What follows belongs to an exercise in optimizing a design on an open flow for small area and a short achievable clock period; a production flow would make more cautious choices. RTL that was checked went through simulation tests only; none was proved equivalent to the original.

==> job 410 <==
==> flow/design.v (excerpt) <==
module FP_div(FP_A, FP_B, clk, ce, FP_Z);
   parameter K = 2;
   input  [31:0] FP_A;
   input  [31:0] FP_B;
   input         clk;
   input         ce;
   output [31:0] FP_Z;
   reg    [31:0] FP_Z;
   wire [24:0]  s1, c1;
   wire [K-1:0] p2_1, p1_1, n1_1, n2_1;
   wire [1:0]   cls1;
   wire         sign1;
   wire [7:0]   exp1;
   wire [3:0]   qk1;
   fp_div_s1 #(K) st1(.FP_A(FP_A), .FP_B(FP_B), .s(s1), .c(c1), .qk(qk1),
                      .p2(p2_1), .p1(p1_1), .n1(n1_1), .n2(n2_1),
                      .cls(cls1), .sign(sign1), .expo(exp1));
   reg [24:0]  s_r, c_r;
   reg [22:0]  y_r;
   reg [K-1:0] p2_r, p1_r, n1_r, n2_r;
   reg [1:0]   cls_r;
   reg         sign_r;
   reg [7:0]   exp_r;
   reg [3:0]   qk_r;
   always @(posedge clk) begin
      if (ce) begin
         qk_r <= qk1;
         s_r <= s1;
         c_r <= c1;
         y_r <= FP_B[22:0];
         p2_r <= p2_1;
         p1_r <= p1_1;
         n1_r <= n1_1;
         n2_r <= n2_1;
         cls_r <= cls1;
         sign_r <= sign1;
         exp_r <= exp1;
      end
   end
   wire [31:0] z;
   fp_div_s2 #(K) st2(.s(s_r), .c(c_r), .qk(qk_r), .y(y_r), .p2(p2_r), .p1(p1_r), .n1(n1_r), .n2(n2_r),
                      .cls(cls_r), .sign(sign_r), .expo(exp_r), .z(z));
   always @(posedge clk)
      if (ce)
         FP_Z <= z;
endmodule
==> module FP_div, before the edit <==
module FP_div(FP_A, FP_B, clk, ce, FP_Z);
   parameter K = 2;
   input  [31:0] FP_A;
   input  [31:0] FP_B;
   input         clk;
   input         ce;
   output [31:0] FP_Z;
   reg    [31:0] FP_Z;
   wire [24:0]  s1, c1;
   wire [K-1:0] p2_1, p1_1, n1_1, n2_1;
   wire [1:0]   cls1;
   wire         sign1;
   wire [7:0]   exp1;
   wire [3:0]   qk1;
   fp_div_s1 #(K) st1(.FP_A(FP_A), .FP_B(FP_B), .s(s1), .c(c1), .qk(qk1),
                      .p2(p2_1), .p1(p1_1), .n1(n1_1), .n2(n2_1),
                      .cls(cls1), .sign(sign1), .expo(exp1));
   reg [24:0]  s_r, c_r;
   reg [22:0]  y_r;
   reg [K-1:0] p2_r, p1_r, n1_r, n2_r;
   reg [1:0]   cls_r;
   reg         sign_r;
   reg [7:0]   exp_r;
   reg [3:0]   qk_r;
   always @(posedge clk) begin
      if (ce) begin
         qk_r <= qk1;
         s_r <= s1;
         c_r <= c1;
         y_r <= FP_B[22:0];
         p2_r <= p2_1;
         p1_r <= p1_1;
         n1_r <= n1_1;
         n2_r <= n2_1;
         cls_r <= cls1;
         sign_r <= sign1;
         exp_r <= exp1;
      end
   end
   wire [31:0] z;
   fp_div_s2 #(K) st2(.s(s_r), .c(c_r), .qk(qk_r), .y(y_r), .p2(p2_r), .p1(p1_r), .n1(n1_r), .n2(n2_r),
                      .cls(cls_r), .sign(sign_r), .expo(exp_r), .z(z));
   always @(posedge clk)
      if (ce)
         FP_Z <= z;
endmodule
==> module fp_div_s2, before the edit <==
module fp_div_s2(s, c, qk, y, p2, p1, n1, n2, cls, sign, expo, z);
   parameter K = 2;
   input  [24:0]  s, c;
   input  [3:0]   qk;
   input  [22:0]  y;
   input  [K-1:0] p2, p1, n1, n2;
   input  [1:0]   cls;
   input          sign;
   input  [7:0]   expo;
   output [31:0]  z;
   wire [24:0] sr [0:13-K];
   wire [24:0] cr [0:13-K];
   wire [12-K:0] p2_2, p1_2, n1_2, n2_2;
   assign sr[0] = s;
   assign cr[0] = c;
   genvar i;
   assign {p2_2[12-K], p1_2[12-K], n1_2[12-K], n2_2[12-K]} = qk;
   a_s_csa r0(.a({sr[0], 2'b00}), .b({cr[0], 2'b00}), .y(y), .q(qk), .s_out(sr[1]), .c_out(cr[1]));
   generate
      for (i = 1; i < 13 - K; i = i + 1) begin : row
         a_s r(.s_in(sr[i]), .c_in(cr[i]), .y(y),
               .s_out(sr[i+1]), .c_out(cr[i+1]),
               .qp2(p2_2[12-K-i]), .qp1(p1_2[12-K-i]), .qn1(n1_2[12-K-i]), .qn2(n2_2[12-K-i]));
      end
   endgenerate
   wire [12:0] a2 = {p2, p2_2}, a1 = {p1, p1_2}, b1 = {n1, n1_2}, b2 = {n2, n2_2};
   wire [25:0] qp, qn;
   generate
      for (i = 0; i < 13; i = i + 1) begin : dig
         assign qp[2*i+1:2*i] = {a2[i], a1[i]};
         assign qn[2*i+1:2*i] = {b2[i], b1[i]};
      end
   endgenerate
   wire [24:0] w = sr[13-K] + cr[13-K];
   wire [25:0] q = qp - qn;
   wire [22:0] qh = q[23:1];
   wire [22:0] qh1 = q[23:1] + 23'd1;
   wire [22:0] man = (q[0] & ~w[24]) ? qh1 : qh;
   reg [30:0] zz;
   always @(*) begin
      case (cls)
         2'd3: zz = {8'hff, 23'h400000};
         2'd2: zz = {8'hff, 23'd0};
         2'd1: zz = 31'd0;
         default: zz = {expo, man};
      endcase
   end
   assign z = {sign, zz};
endmodule
==> module fp_div_s1, before the edit <==
module fp_div_s1(FP_A, FP_B, s, c, qk, p2, p1, n1, n2, cls, sign, expo);
   parameter K = 2;
   input  [31:0]  FP_A;
   input  [31:0]  FP_B;
   output [24:0]  s, c;
   output [3:0]   qk;
   output [K-1:0] p2, p1, n1, n2;
   output [1:0]   cls;
   output         sign;
   output [7:0]   expo;
   wire [7:0] ea = FP_A[30:23];
   wire [7:0] eb = FP_B[30:23];
   wire fa_z = (FP_A[22:0] == 23'd0);
   wire fb_z = (FP_B[22:0] == 23'd0);
   wire nan1  = (&ea & ~fa_z) | (&eb & ~fb_z);
   wire inf1  = (&ea) | (&eb) | (eb == 8'd0);
   wire zero1 = (ea == 8'd0) & fa_z;
   wire hi = (FP_A[22:0] >= FP_B[22:0]);
   wire [8:0] en = {1'b0, ea} - {1'b0, eb} + 9'd126 + {8'd0, hi};
   wire ovf = (en[8:7] == 2'b10) | (en == 9'd255);
   wire unf = (en[8:7] == 2'b11) | (en[7:0] == 8'd0);
   assign cls = nan1 ? 2'd3 : (inf1 | ovf) ? 2'd2 : (zero1 | unf) ? 2'd1 : 2'd0;
   assign sign = FP_A[31] ^ FP_B[31];
   assign expo = en[7:0];
   wire [24:0] sr [1:K];
   wire [24:0] cr [1:K];
   wire [26:0] x4 = hi ? {3'b000, 1'b1, FP_A[22:0]} : {2'b00, 1'b1, FP_A[22:0], 1'b0};
   wire [3:0]  q0;
   a_s_sel sel0(.a(x4), .b(27'd0), .y(FP_B[22:0]), .q(q0));
   a_s_csa csa0(.a(x4), .b(27'd0), .y(FP_B[22:0]), .q(q0), .s_out(sr[1]), .c_out(cr[1]));
   assign {p2[K-1], p1[K-1], n1[K-1], n2[K-1]} = q0;
   genvar i;
   generate
      for (i = 1; i < K; i = i + 1) begin : row
         a_s r(.s_in(sr[i]), .c_in(cr[i]), .y(FP_B[22:0]),
               .s_out(sr[i+1]), .c_out(cr[i+1]),
               .qp2(p2[K-1-i]), .qp1(p1[K-1-i]), .qn1(n1[K-1-i]), .qn2(n2[K-1-i]));
      end
   endgenerate
   assign s = sr[K];
   assign c = cr[K];
   a_s_sel selk(.a({sr[K], 2'b00}), .b({cr[K], 2'b00}), .y(FP_B[22:0]), .q(qk));
endmodule
export LEC_CHECK = 0
export ABC_AREA = 1
export CAP_MARGIN = 60
export CORE_MARGIN = 2
export CORE_UTILIZATION = 45
export PLACE_DENSITY = 0.6
export SLEW_MARGIN = 60
create_clock -name core_clock -period 80.0 [get_ports {clk}]
standard.sh (not shown) runs the stock make flow with config.mk's settings and CLKGATE_MAP_FILE= SYNTH_SCRIPT=/design/flow/synth_recipe.tcl, a recipe that flattens the netlist after the stock synthesis.
==> flow/flow/run.sh <==
#!/bin/bash
# The standard layout, except that synthesis does not extract full and half
# adders into the library's adder cells (ADDER_MAP_FILE empty): the adder
# cells are slow, and they cut the logic into pieces that ABC maps one by one,
# so ABC can not see the real critical paths.  Everything else, including the
# synthesis script, is the standard flow's own.  make's output goes to standard.log; the
# ORFS tools keep their own logs under orfs/logs.
set -euo pipefail
bash standard.sh ADDER_MAP_FILE= finish > standard.log 2>&1
==> job 412: changes against job 410 <==
--- a/flow/design.v
+++ b/flow/design.v
@@ -1071,7 +1071,7 @@
    end
 endmodule
 module FP_div(FP_A, FP_B, clk, ce, FP_Z);
-   parameter K = 2;
+   localparam K = 2;
    input  [31:0] FP_A;
    input  [31:0] FP_B;
    input         clk;
@@ -1193,10 +1193,9 @@
       end
    endgenerate
    wire [24:0] w = sr[13-K] + cr[13-K];
-   wire [25:0] q = qp - qn;
-   wire [22:0] qh = q[23:1];
-   wire [22:0] qh1 = q[23:1] + 23'd1;
-   wire [22:0] man = (q[0] & ~w[24]) ? qh1 : qh;
+   wire [25:0] q0 = qp - qn;
+   wire [25:0] q1 = qp - qn + 26'd1;
+   wire [22:0] man = w[24] ? q0[23:1] : q1[23:1];
    reg [30:0] zz;
    always @(*) begin
       case (cls)
CORE_UTILIZATION = 55   (was 45)
PLACE_DENSITY = 0.7   (was 0.6)
==> job 4680: changes against job 410 <==
--- a/flow/design.v
+++ b/flow/design.v
@@ -1070,8 +1070,26 @@
       endcase
    end
 endmodule
+module qds_cmp(yt, est, q);
+   input  [2:0] yt;
+   input  [6:0] est;
+   output [3:0] q;
+   wire [6:0] t_m1 = (yt == 3'd0) ? -7'sd13 : (yt == 3'd1) ? -7'sd15 : (yt == 3'd2) ? -7'sd16 :
+                     (yt == 3'd3) ? -7'sd18 : (yt == 3'd4) ? -7'sd20 : (yt == 3'd5) ? -7'sd20 :
+                     (yt == 3'd6) ? -7'sd22 : -7'sd24;
+   wire [6:0] t_0  = (yt == 3'd0) ? -7'sd4 : (yt[2] == 1'b0) ? -7'sd6 : -7'sd8;
+   wire [6:0] t_1  = (yt[2] == 1'b0) ? 7'sd4 : (yt[1] == 1'b0) ? 7'sd6 : 7'sd8;
+   wire [6:0] t_2  = (yt == 3'd0) ? 7'sd12 : (yt == 3'd1) ? 7'sd14 : (yt == 3'd2) ? 7'sd15 :
+                     (yt == 3'd3) ? 7'sd16 : (yt == 3'd4) ? 7'sd18 : (yt == 3'd5) ? 7'sd20 :
+                     (yt == 3'd6) ? 7'sd20 : 7'sd24;
+   wire ge_m1 = $signed(est) >= $signed(t_m1);
+   wire ge_0  = $signed(est) >= $signed(t_0);
+   wire ge_1  = $signed(est) >= $signed(t_1);
+   wire ge_2  = $signed(est) >= $signed(t_2);
+   assign q = {ge_2, ge_1 & ~ge_2, ge_m1 & ~ge_0, ~ge_m1};
+endmodule
 module FP_div(FP_A, FP_B, clk, ce, FP_Z);
-   parameter K = 2;
+   localparam K = 2;
    input  [31:0] FP_A;
    input  [31:0] FP_B;
    input         clk;
@@ -1083,8 +1101,8 @@
    wire [1:0]   cls1;
    wire         sign1;
    wire [7:0]   exp1;
-   wire [3:0]   qk1;
-   fp_div_s1 #(K) st1(.FP_A(FP_A), .FP_B(FP_B), .s(s1), .c(c1), .qk(qk1),
+   wire [6:0]   ek1;
+   fp_div_s1 #(K) st1(.FP_A(FP_A), .FP_B(FP_B), .s(s1), .c(c1), .ek(ek1),
                       .p2(p2_1), .p1(p1_1), .n1(n1_1), .n2(n2_1),
                       .cls(cls1), .sign(sign1), .expo(exp1));
    reg [24:0]  s_r, c_r;
@@ -1093,10 +1111,10 @@
    reg [1:0]   cls_r;
    reg         sign_r;
    reg [7:0]   exp_r;
-   reg [3:0]   qk_r;
+   reg [6:0]   ek_r;
    always @(posedge clk) begin
       if (ce) begin
-         qk_r <= qk1;
+         ek_r <= ek1;
          s_r <= s1;
          c_r <= c1;
          y_r <= FP_B[22:0];
@@ -1110,18 +1128,18 @@
       end
    end
    wire [31:0] z;
-   fp_div_s2 #(K) st2(.s(s_r), .c(c_r), .qk(qk_r), .y(y_r), .p2(p2_r), .p1(p1_r), .n1(n1_r), .n2(n2_r),
+   fp_div_s2 #(K) st2(.s(s_r), .c(c_r), .ek(ek_r), .y(y_r), .p2(p2_r), .p1(p1_r), .n1(n1_r), .n2(n2_r),
                       .cls(cls_r), .sign(sign_r), .expo(exp_r), .z(z));
    always @(posedge clk)
       if (ce)
          FP_Z <= z;
 endmodule
-module fp_div_s1(FP_A, FP_B, s, c, qk, p2, p1, n1, n2, cls, sign, expo);
+module fp_div_s1(FP_A, FP_B, s, c, ek, p2, p1, n1, n2, cls, sign, expo);
    parameter K = 2;
    input  [31:0]  FP_A;
    input  [31:0]  FP_B;
    output [24:0]  s, c;
-   output [3:0]   qk;
+   output [6:0]   ek;
    output [K-1:0] p2, p1, n1, n2;
    output [1:0]   cls;
    output         sign;
@@ -1157,46 +1175,51 @@
    endgenerate
    assign s = sr[K];
    assign c = cr[K];
-   a_s_sel selk(.a({sr[K], 2'b00}), .b({cr[K], 2'b00}), .y(FP_B[22:0]), .q(qk));
+   assign ek = sr[K][24:18] + cr[K][24:18];
 endmodule
-module fp_div_s2(s, c, qk, y, p2, p1, n1, n2, cls, sign, expo, z);
+module fp_div_s2(s, c, ek, y, p2, p1, n1, n2, cls, sign, expo, z);
    parameter K = 2;
    input  [24:0]  s, c;
-   input  [3:0]   qk;
+   input  [6:0]   ek;
    input  [22:0]  y;
    input  [K-1:0] p2, p1, n1, n2;
    input  [1:0]   cls;
    input          sign;
    input  [7:0]   expo;
    output [31:0]  z;
-   wire [24:0] sr [0:13-K];
-   wire [24:0] cr [0:13-K];
-   wire [12-K:0] p2_2, p1_2, n1_2, n2_2;
+   wire [24:0] sr [0:12-K];
+   wire [24:0] cr [0:12-K];
+   wire [11-K:0] p2_2, p1_2, n1_2, n2_2;
    assign sr[0] = s;
    assign cr[0] = c;
    genvar i;
-   assign {p2_2[12-K], p1_2[12-K], n1_2[12-K], n2_2[12-K]} = qk;
+   wire [3:0] qk;
+   qds_cmp qdsk(.yt(y[22:20]), .est(ek), .q(qk));
+   assign {p2_2[11-K], p1_2[11-K], n1_2[11-K], n2_2[11-K]} = qk;
    a_s_csa r0(.a({sr[0], 2'b00}), .b({cr[0], 2'b00}), .y(y), .q(qk), .s_out(sr[1]), .c_out(cr[1]));
    generate
-      for (i = 1; i < 13 - K; i = i + 1) begin : row
+      for (i = 1; i < 12 - K; i = i + 1) begin : row
          a_s r(.s_in(sr[i]), .c_in(cr[i]), .y(y),
                .s_out(sr[i+1]), .c_out(cr[i+1]),
-               .qp2(p2_2[12-K-i]), .qp1(p1_2[12-K-i]), .qn1(n1_2[12-K-i]), .qn2(n2_2[12-K-i]));
+               .qp2(p2_2[11-K-i]), .qp1(p1_2[11-K-i]), .qn1(n1_2[11-K-i]), .qn2(n2_2[11-K-i]));
       end
    endgenerate
-   wire [12:0] a2 = {p2, p2_2}, a1 = {p1, p1_2}, b1 = {n1, n1_2}, b2 = {n2, n2_2};
-   wire [25:0] qp, qn;
+   wire [11:0] a2 = {p2, p2_2}, a1 = {p1, p1_2}, b1 = {n1, n1_2}, b2 = {n2, n2_2};
+   wire [23:0] qp, qn;
    generate
-      for (i = 0; i < 13; i = i + 1) begin : dig
+      for (i = 0; i < 12; i = i + 1) begin : dig
          assign qp[2*i+1:2*i] = {a2[i], a1[i]};
          assign qn[2*i+1:2*i] = {b2[i], b1[i]};
       end
    endgenerate
-   wire [24:0] w = sr[13-K] + cr[13-K];
-   wire [25:0] q = qp - qn;
-   wire [22:0] qh = q[23:1];
-   wire [22:0] qh1 = q[23:1] + 23'd1;
-   wire [22:0] man = (q[0] & ~w[24]) ? qh1 : qh;
+   wire [21:0] q0 = qp[21:0] - qn[21:0];
+   wire [21:0] qm = qp[21:0] - qn[21:0] - 22'd1;
+   wire [26:0] d1 = {3'b000, 1'b1, y};
+   wire [26:0] wmd = {sr[12-K], 2'b00} + {cr[12-K], 2'b00} - d1;
+   wire [26:0] wpd = {sr[12-K], 2'b00} + {cr[12-K], 2'b00} + d1;
+   wire up = ~wmd[26];
+   wire dn = wpd[26];
+   wire [22:0] man = up ? {q0, 1'b1} : dn ? {qm, 1'b1} : {q0, 1'b0};
    reg [30:0] zz;
    always @(*) begin
       case (cls)
CORE_UTILIZATION = 55   (was 45)
PLACE_DENSITY = 0.7   (was 0.6)
==> comparison table <==
Via count of the first global-routing pass: job 410 35,100; job 412 35,000; job 4680 37,200
Signal arrival time at the worst endpoint: job 410 25.67 ns; job 412 25.43 ns; job 4680 26.48 ns
Final design utilization: job 410 47.7%; job 412 57.4%; job 4680 57.4%
Top metal layer carrying routed signals: job 410 met4; job 412 met4; job 4680 met5
Outcome: job 410 finished clean; job 412 finished clean; job 4680 finished clean
Cell area after technology mapping: job 410 35,200 um2; job 412 35,900 um2; job 4680 36,200 um2
Start of the worst register-to-register path: job 410 y_r[19]; job 412 y_r[19]; job 4680 y_r[21]
Required time worst endpoint: job 410 80.16 ns; job 412 80.18 ns; job 4680 80.19 ns
Worst Setup Slack, final: job 410 54.49 ns; job 412 54.75 ns; job 4680 53.71 ns
Relative area change from synthesis to final layout: job 410 4.99%; job 412 3.15%; job 4680 3.73%
First drt pass iteration count: job 410 8; job 412 6; job 4680 6
Capture point of the worst reg-to-reg path: job 410 FP_Z[22]; job 412 FP_Z[22]; job 4680 FP_Z[20]
Largest net degree at the start of global routing: job 410 75; job 412 77; job 4680 75
Standard cell area after detailed placement: job 410 36,400 um2; job 412 36,300 um2; job 4680 36,800 um2
Post-placement worst setup slack: job 410 53.88 ns; job 412 54.40 ns; job 4680 54.23 ns
Number of flip-flops and latches in the synthesized netlist: job 410 118; job 412 118; job 4680 121
Average via count per standard cell: job 410 5.39; job 412 5.60; job 4680 5.73
Die Area: job 410 80,500 um2; job 412 67,200 um2; job 4680 67,800 um2
Drt first-iter violations: job 410 2,994; job 412 3,520; job 4680 4,402
Clock latency on the worst-skew pair: job 410 0.42 ns; job 412 0.42 ns; job 4680 0.44 ns
Amount of wire on met3 after detailed routing: job 410 6960 um; job 412 7090 um; job 4680 9800 um
Multi-input gate share of the layout cell area: job 410 73.4%; job 412 73.4%; job 4680 73.7%
Tightest Pin Transition: job 410 0.605 ns; job 412 0.577 ns; job 4680 0.599 ns
Function not checked in job 410 and job 4680: the RTL went through the layout flow alone.

[separate check: timing with driven ports]
In the flow no input, the clock included, has a driving cell. The finished layouts below were timed again as built, in two steps. Step 1 assumes that a clkbuf_16 drives the clock port and a buf_2 every other input. Step 2 adds t to the input delays and takes it off the output delays; t is the mean of the earliest and latest rising clock arrival at the registers after step 1. Input paths then give back, and output paths get back, about the clock's delay inside the block. Three values: ideal, step 1, step 2; two values: the first two.
run | t (ns) | setup WS [ns] | hold slack, ns | latest minus earliest clock arrival (ns)
job 410 | 0.462 | 54.485 / 54.485 / 54.485 | 0.424 / 0.424 / 0.424 | 0.017 / 0.017
job 412 | 0.463 | 54.754 / 54.776 / 54.313 | 0.437 / 0.437 / 0.437 | 0.018 / 0.018
job 4680 | 0.473 | 53.706 / 53.706 / 53.706 | 0.434 / 0.434 / 0.434 | 0.025 / 0.025
After both steps setup and hold are still met in every run listed. The setup slack of job 412, which loses most, moves by +0.022 ns with the drivers and by -0.441 ns with both steps.
